This is an optimization exercise on Yosys and OpenROAD, whose aim is small area, a short achievable clock period and few clock cycles per item, not a production implementation. Where RTL was checked, it was by simulation tests only, not by an equivalence proof against the original. No activity file was given, so power comes from the tool's default toggle rates.

== run 1 ==
// MD5_custom_SIMD_instruction
module MD5_custom_SIMD_instruction (clk, reset,
	in_v, rd, vrd1, vrd2,
		in_data, in_vdata1, in_vdata2,
	out_v, out_rd, out_vrd1, out_vrd2,
		out_data, out_vdata1, out_vdata2);
	input clk, reset;
	input in_v;
	input [4:0] rd;
	input [2:0] vrd1, vrd2;
	input [32-1:0] in_data;
	input [256-1:0] in_vdata1, in_vdata2;
	output out_v;
	output [4:0] out_rd;
	output [2:0] out_vrd1, out_vrd2;
	output [32-1:0] out_data;
	output [256-1:0] out_vdata1, out_vdata2;
	wire [511:0] min = {in_vdata2, in_vdata1};
	reg        busy, fin, outv, first;
	reg [5:0]  cnt;
	reg [4:0]  t_rd;
	reg [2:0]  t_vrd1, t_vrd2;
	reg [31:0] a, b, c, d, t;
	reg [31:0] ring [0:15];
	reg [7:0]  mr;
	reg [3:0]  fs, rv;
	reg [4:0]  ru;
	reg        cl;
	wire       run = busy | fin;
	wire       last = busy & (cnt == 6'd63);
	wire [31:0] kadd;
	wire [7:0]  msel;
	wire [3:0]  fsel, rvn;
	wire [4:0]  run_;
	wire        cln;
	md5_tables tab (.step(cnt), .msel(msel), .fsel(fsel), .rv(rvn), .ru(run_), .cl(cln));
	wire        pol = ~cnt[0] & ~fin;
	wire [31:0] mword = {32{pol}} ^ (
		({32{mr[0]}} & ring[0]) |
		({32{mr[1]}} & ring[1]) |
		({32{mr[2]}} & ring[2]) |
		({32{mr[3]}} & ring[3]) |
		({32{mr[4]}} & ring[5]) |
		({32{mr[5]}} & ring[8]) |
		({32{mr[6]}} & ring[9]) |
		({32{mr[7]}} & ring[10]));
	wire [31:0] kt;
	md5_ktab ktab (.step(cnt), .k(kt));
	wire [31:0] kr = fin ? 32'h10325476 : kt;
	wire [31:0] ts = d ^ kr ^ mword;
	wire [31:0] tc = (d & kr) | (d & mword) | (kr & mword);
	wire [31:0] tsum;
	md5_addbk addt (.a(ts), .b({tc[30:0], 1'b0}), .s(tsum));
	wire [31:0] f = ({32{first}} & 32'hd76aa477) |
		({32{fs[0]}} & ((b & c) | (~b & d))) |
		({32{fs[1]}} & ((d & b) | (~d & c))) |
		({32{fs[2]}} & (b ^ c ^ d)) |
		({32{fs[3]}} & (c ^ (b | ~d)));
	wire [31:0] x;
	md5_add addx (.a(f), .b(t), .s(x));
	wire [31:0] z =
		({32{rv[0]}} & x) |
		({32{rv[1]}} & {x[30:0], x[31:31]}) |
		({32{rv[2]}} & {x[29:0], x[31:30]}) |
		({32{rv[3]}} & {x[28:0], x[31:29]});
	wire [31:0] y =
		({32{ru[0]}} & {z[27:0], z[31:28]}) |
		({32{ru[1]}} & {z[23:0], z[31:24]}) |
		({32{ru[2]}} & {z[19:0], z[31:20]}) |
		({32{ru[3]}} & {z[15:0], z[31:16]}) |
		({32{ru[4]}} & {z[11:0], z[31:12]}) |
		({32{cl}} & 32'hefcdab89);
	wire [31:0] bn;
  ...
Settings: LEC_CHECK=0, ABC_AREA=1, CAP_MARGIN=20, CORE_AREA=5 5 385 385, DIE_AREA=0 0 390 390, SLEW_MARGIN=20, TNS_END_PERCENT=0; clock period 12.0 ns.
standard.sh (not shown) runs the stock make flow with config.mk's settings and CLKGATE_MAP_FILE= SYNTH_SCRIPT=/design/flow/synth_recipe.tcl, a recipe that flattens the netlist after the stock synthesis.
==> flow/flow/run.sh <==
#!/bin/bash
# ORFS layout (the standard.sh) with: the full-adder and half-adder cells kept out of
# synthesis and layout (the platform's don't-use list plus fa/ha), a tighter setup-repair
# target, free resizing, and minimum-size port buffers.
set -euo pipefail
DU="sky130_fd_sc_hd__probe_p_8 sky130_fd_sc_hd__probec_p_8 sky130_fd_sc_hd__lpflow_bleeder_1 sky130_fd_sc_hd__lpflow_clkbufkapwr_1 sky130_fd_sc_hd__lpflow_clkbufkapwr_16 sky130_fd_sc_hd__lpflow_clkbufkapwr_2 sky130_fd_sc_hd__lpflow_clkbufkapwr_4 sky130_fd_sc_hd__lpflow_clkbufkapwr_8 sky130_fd_sc_hd__lpflow_clkinvkapwr_1 sky130_fd_sc_hd__lpflow_clkinvkapwr_16 sky130_fd_sc_hd__lpflow_clkinvkapwr_2 sky130_fd_sc_hd__lpflow_clkinvkapwr_4 sky130_fd_sc_hd__lpflow_clkinvkapwr_8 sky130_fd_sc_hd__lpflow_decapkapwr_12 sky130_fd_sc_hd__lpflow_decapkapwr_3 sky130_fd_sc_hd__lpflow_decapkapwr_4 sky130_fd_sc_hd__lpflow_decapkapwr_6 sky130_fd_sc_hd__lpflow_decapkapwr_8 sky130_fd_sc_hd__lpflow_inputiso0n_1 sky130_fd_sc_hd__lpflow_inputiso0p_1 sky130_fd_sc_hd__lpflow_inputiso1n_1 sky130_fd_sc_hd__lpflow_inputiso1p_1 sky130_fd_sc_hd__lpflow_inputisolatch_1 sky130_fd_sc_hd__lpflow_isobufsrc_1 sky130_fd_sc_hd__lpflow_isobufsrc_16 sky130_fd_sc_hd__lpflow_isobufsrc_2 sky130_fd_sc_hd__lpflow_isobufsrc_4 sky130_fd_sc_hd__lpflow_isobufsrc_8 sky130_fd_sc_hd__lpflow_isobufsrckapwr_16 sky130_fd_sc_hd__lpflow_lsbuf_lh_hl_isowell_tap_1 sky130_fd_sc_hd__lpflow_lsbuf_lh_hl_isowell_tap_2 sky130_fd_sc_hd__lpflow_lsbuf_lh_hl_isowell_tap_4 sky130_fd_sc_hd__lpflow_lsbuf_lh_isowell_4 sky130_fd_sc_hd__lpflow_lsbuf_lh_isowell_tap_1 sky130_fd_sc_hd__lpflow_lsbuf_lh_isowell_tap_2 sky130_fd_sc_hd__lpflow_lsbuf_lh_isowell_tap_4 sky130_fd_sc_hd__fa_1 sky130_fd_sc_hd__fa_2 sky130_fd_sc_hd__fa_4 sky130_fd_sc_hd__ha_1 sky130_fd_sc_hd__ha_2 sky130_fd_sc_hd__ha_4"
bash standard.sh "DONT_USE_CELLS=$DU" SETUP_SLACK_MARGIN=8 MATCH_CELL_FOOTPRINT=0 "BUFFER_PORTS_ARGS=-buffer_cell sky130_fd_sc_hd__buf_1" finish > standard.log 2>&1
Run 1 | stages: all done | timing, DRC, antenna: all pass
--- input diff run 1..run 2 ---
==> flow/flow/run.sh <==
#!/bin/bash
# ORFS layout (the standard.sh) with: the full-adder and half-adder cells kept out of
# synthesis and layout (the platform's don't-use list plus fa/ha), a tighter setup-repair
# target, free resizing, and minimum-size port buffers.
set -euo pipefail
DU="sky130_fd_sc_hd__probe_p_8 sky130_fd_sc_hd__probec_p_8 sky130_fd_sc_hd__lpflow_bleeder_1 sky130_fd_sc_hd__lpflow_clkbufkapwr_1 sky130_fd_sc_hd__lpflow_clkbufkapwr_16 sky130_fd_sc_hd__lpflow_clkbufkapwr_2 sky130_fd_sc_hd__lpflow_clkbufkapwr_4 sky130_fd_sc_hd__lpflow_clkbufkapwr_8 sky130_fd_sc_hd__lpflow_clkinvkapwr_1 sky130_fd_sc_hd__lpflow_clkinvkapwr_16 sky130_fd_sc_hd__lpflow_clkinvkapwr_2 sky130_fd_sc_hd__lpflow_clkinvkapwr_4 sky130_fd_sc_hd__lpflow_clkinvkapwr_8 sky130_fd_sc_hd__lpflow_decapkapwr_12 sky130_fd_sc_hd__lpflow_decapkapwr_3 sky130_fd_sc_hd__lpflow_decapkapwr_4 sky130_fd_sc_hd__lpflow_decapkapwr_6 sky130_fd_sc_hd__lpflow_decapkapwr_8 sky130_fd_sc_hd__lpflow_inputiso0n_1 sky130_fd_sc_hd__lpflow_inputiso0p_1 sky130_fd_sc_hd__lpflow_inputiso1n_1 sky130_fd_sc_hd__lpflow_inputiso1p_1 sky130_fd_sc_hd__lpflow_inputisolatch_1 sky130_fd_sc_hd__lpflow_isobufsrc_1 sky130_fd_sc_hd__lpflow_isobufsrc_16 sky130_fd_sc_hd__lpflow_isobufsrc_2 sky130_fd_sc_hd__lpflow_isobufsrc_4 sky130_fd_sc_hd__lpflow_isobufsrc_8 sky130_fd_sc_hd__lpflow_isobufsrckapwr_16 sky130_fd_sc_hd__lpflow_lsbuf_lh_hl_isowell_tap_1 sky130_fd_sc_hd__lpflow_lsbuf_lh_hl_isowell_tap_2 sky130_fd_sc_hd__lpflow_lsbuf_lh_hl_isowell_tap_4 sky130_fd_sc_hd__lpflow_lsbuf_lh_isowell_4 sky130_fd_sc_hd__lpflow_lsbuf_lh_isowell_tap_1 sky130_fd_sc_hd__lpflow_lsbuf_lh_isowell_tap_2 sky130_fd_sc_hd__lpflow_lsbuf_lh_isowell_tap_4 sky130_fd_sc_hd__fa_1 sky130_fd_sc_hd__fa_2 sky130_fd_sc_hd__fa_4 sky130_fd_sc_hd__ha_1 sky130_fd_sc_hd__ha_2 sky130_fd_sc_hd__ha_4"
bash standard.sh "DONT_USE_CELLS=$DU" SETUP_SLACK_MARGIN=8.5 MATCH_CELL_FOOTPRINT=0 "BUFFER_PORTS_ARGS=-buffer_cell sky130_fd_sc_hd__buf_1" finish > standard.log 2>&1
==> comparison <==
Looking at sequential fraction of total cell area, run 2 sits 1.9 points below run 1.
Taking run 1 as the reference, in run 2 global-route usage moved up; area fraction of clock buffers and clock inverters moved down; routed wire length moved up; power moved up.
Run 1 vs run 2, slowest cell on the critical path: sky130_fd_sc_hd__or4_1 vs sky130_fd_sc_hd__dfxtp_4
No run of this note included a check of the RTL's function; only the layout flow was run.

MD5_custom_SIMD_instruction, a different RTL version from the one above (not shown whole).
For scale: roughly 5,300 cells after synthesis, about 1,100 I/O pins, ~39,000 µm² of cells after synthesis.
==> flow/config.mk <==
export PLATFORM = sky130hd
export DESIGN_NAME = MD5_custom_SIMD_instruction
export DESIGN_NICKNAME = MD5_custom_SIMD_instruction
export VERILOG_FILES = /design/flow/design.v
export SDC_FILE = /design/flow/constraint.sdc
export NUM_CORES = 8
export LEC_CHECK = 0
export ABC_AREA = 1
export CAP_MARGIN = 20
export CORE_AREA = 5 5 375 375
export CTS_BUF_LIST = sky130_fd_sc_hd__clkbuf_4 sky130_fd_sc_hd__clkbuf_8
export CTS_CLUSTER_DIAMETER = 60
export CTS_CLUSTER_SIZE = 14
export DIE_AREA = 0 0 380 380
export SLEW_MARGIN = 20
export TNS_END_PERCENT = 0
==> flow/constraint.sdc <==
create_clock -name core_clock -period 12.0 [get_ports {clk}]
set_input_delay 2.4000 -clock core_clock [delete_from_list [all_inputs] [get_ports {clk}]]
set_output_delay 2.4000 -clock core_clock [all_outputs]
set_load 0.01 [all_outputs]
==> flow/flow/run.sh <==
#!/bin/bash
# ORFS layout (the standard.sh) with: the full-adder and half-adder cells kept out of
# synthesis and layout (the platform's don't-use list plus fa/ha), a tighter setup-repair
# target, free resizing, and minimum-size port buffers.
set -euo pipefail
DU="sky130_fd_sc_hd__probe_p_8 sky130_fd_sc_hd__probec_p_8 sky130_fd_sc_hd__lpflow_bleeder_1 sky130_fd_sc_hd__lpflow_clkbufkapwr_1 sky130_fd_sc_hd__lpflow_clkbufkapwr_16 sky130_fd_sc_hd__lpflow_clkbufkapwr_2 sky130_fd_sc_hd__lpflow_clkbufkapwr_4 sky130_fd_sc_hd__lpflow_clkbufkapwr_8 sky130_fd_sc_hd__lpflow_clkinvkapwr_1 sky130_fd_sc_hd__lpflow_clkinvkapwr_16 sky130_fd_sc_hd__lpflow_clkinvkapwr_2 sky130_fd_sc_hd__lpflow_clkinvkapwr_4 sky130_fd_sc_hd__lpflow_clkinvkapwr_8 sky130_fd_sc_hd__lpflow_decapkapwr_12 sky130_fd_sc_hd__lpflow_decapkapwr_3 sky130_fd_sc_hd__lpflow_decapkapwr_4 sky130_fd_sc_hd__lpflow_decapkapwr_6 sky130_fd_sc_hd__lpflow_decapkapwr_8 sky130_fd_sc_hd__lpflow_inputiso0n_1 sky130_fd_sc_hd__lpflow_inputiso0p_1 sky130_fd_sc_hd__lpflow_inputiso1n_1 sky130_fd_sc_hd__lpflow_inputiso1p_1 sky130_fd_sc_hd__lpflow_inputisolatch_1 sky130_fd_sc_hd__lpflow_isobufsrc_1 sky130_fd_sc_hd__lpflow_isobufsrc_16 sky130_fd_sc_hd__lpflow_isobufsrc_2 sky130_fd_sc_hd__lpflow_isobufsrc_4 sky130_fd_sc_hd__lpflow_isobufsrc_8 sky130_fd_sc_hd__lpflow_isobufsrckapwr_16 sky130_fd_sc_hd__lpflow_lsbuf_lh_hl_isowell_tap_1 sky130_fd_sc_hd__lpflow_lsbuf_lh_hl_isowell_tap_2 sky130_fd_sc_hd__lpflow_lsbuf_lh_hl_isowell_tap_4 sky130_fd_sc_hd__lpflow_lsbuf_lh_isowell_4 sky130_fd_sc_hd__lpflow_lsbuf_lh_isowell_tap_1 sky130_fd_sc_hd__lpflow_lsbuf_lh_isowell_tap_2 sky130_fd_sc_hd__lpflow_lsbuf_lh_isowell_tap_4 sky130_fd_sc_hd__fa_1 sky130_fd_sc_hd__fa_2 sky130_fd_sc_hd__fa_4 sky130_fd_sc_hd__ha_1 sky130_fd_sc_hd__ha_2 sky130_fd_sc_hd__ha_4"
bash standard.sh "DONT_USE_CELLS=$DU" SETUP_SLACK_MARGIN=9 MATCH_CELL_FOOTPRINT=0 SKIP_REPAIR_TIE_FANOUT=1 "BUFFER_PORTS_ARGS=-buffer_cell sky130_fd_sc_hd__buf_1" finish > standard.log 2>&1
Testbench counts at the start, summed over its fixed seeds: cycles 105,600, hashes 1,600.
Next try:
--- a/flow/flow/run.sh
+++ b/flow/flow/run.sh
@@ -7 +7 @@
-bash standard.sh "DONT_USE_CELLS=$DU" SETUP_SLACK_MARGIN=9 MATCH_CELL_FOOTPRINT=0 SKIP_REPAIR_TIE_FANOUT=1 "BUFFER_PORTS_ARGS=-buffer_cell sky130_fd_sc_hd__buf_1" finish > standard.log 2>&1
+bash standard.sh "DONT_USE_CELLS=$DU" SETUP_SLACK_MARGIN=9 MATCH_CELL_FOOTPRINT=0 SKIP_LAST_GASP=1 SKIP_REPAIR_TIE_FANOUT=1 "BUFFER_PORTS_ARGS=-buffer_cell sky130_fd_sc_hd__buf_1" finish > standard.log 2>&1
- CTS_BUF_LIST: sky130_fd_sc_hd__clkbuf_4 sky130_fd_sc_hd__clkbuf_8 -> unset
- CTS_CLUSTER_DIAMETER: 60 -> 80
- CTS_CLUSTER_SIZE: 14 -> 28
The changed run ran to the end with no violations.
First-iteration DRC count hardly moves.
Die area stays the same.
Routed wire length decreases by about 1%.
Total power decreases by about 0.7%.
Flip-flop and latch count is unchanged.
Final area decreases by about 0.8%.
Non-clock buffer count decreases by 9.
Worst setup slack loses 0.0049 ns.
Next try:
--- a/flow/flow/run.sh
+++ b/flow/flow/run.sh
@@ -7 +7 @@
-bash standard.sh "DONT_USE_CELLS=$DU" SETUP_SLACK_MARGIN=9 MATCH_CELL_FOOTPRINT=0 SKIP_LAST_GASP=1 SKIP_REPAIR_TIE_FANOUT=1 "BUFFER_PORTS_ARGS=-buffer_cell sky130_fd_sc_hd__buf_1" finish > standard.log 2>&1
+bash standard.sh "DONT_USE_CELLS=$DU" SETUP_SLACK_MARGIN=9 MATCH_CELL_FOOTPRINT=0 SKIP_REPAIR_TIE_FANOUT=1 "BUFFER_PORTS_ARGS=-buffer_cell sky130_fd_sc_hd__buf_1" finish > standard.log 2>&1
- CTS_BUF_LIST: unset -> sky130_fd_sc_hd__clkbuf_8
- CTS_CLUSTER_DIAMETER: 80 -> 60
- CTS_CLUSTER_SIZE: 28 -> 16
Outcome: The new run completed without violations; design area is about the same; via count increases by 1.4%; register-to-register slack degrades by 0.06 ns; power drops by 0.89%.
Next try:
- CTS_BUF_LIST: sky130_fd_sc_hd__clkbuf_8 -> unset
- CTS_CLUSTER_DIAMETER: 60 -> 80
- CTS_CLUSTER_SIZE: 16 -> 28
The changed run produced a clean layout.
Sequential power barely changes.
Wire length drops slightly.
Clock skew drops by 0.0040 ns.
Total power climbs slightly.

what the ideal ports hide:
The results above use ideal ports. As a check the final layouts listed here were re-extracted and re-timed, cells and wires unchanged. Step 1 sets driving cells, clkbuf_16 on the clock port and buf_2 on the other inputs (assumed; they add their load-dependent delay and slew). Step 2 also shifts input and output timing later by t, the mid clock arrival at the registers, as if the neighbouring blocks saw the same clock. Three values: no drivers, after step 1, after step 2; two values: the first two.
| run | t, ns | slack for setup (ns) | latest minus earliest clock arrival (ns) | worst register clock-pin slew, ns | worst slew at a driven data input, ns |
|---|---|---|---|---|---|
| run 1 | 0.756 | 7.515 / 7.515 / 7.515 | 0.055 / 0.055 | 0.07 / 0.07 | 0.16 |
| run 2 | 0.751 | 7.775 / 7.718 / 7.775 | 0.072 / 0.072 | 0.08 / 0.08 | 0.18 |
| the first run of note 2 | 0.834 | 7.887 / 7.887 / 7.887 | 0.069 / 0.069 | 0.10 / 0.10 | 0.17 |
| the second run of note 2 | 0.726 | 7.882 / 7.882 / 7.882 | 0.057 / 0.056 | 0.11 / 0.11 | 0.17 |
| the third run of note 2 | 0.822 | 7.825 / 7.825 / 7.825 | 0.061 / 0.060 | 0.11 / 0.11 | 0.18 |
| the fourth run of note 2 | 0.726 | 7.882 / 7.882 / 7.882 | 0.057 / 0.056 | 0.11 / 0.11 | 0.17 |
After both steps setup and hold are still met in every run listed.
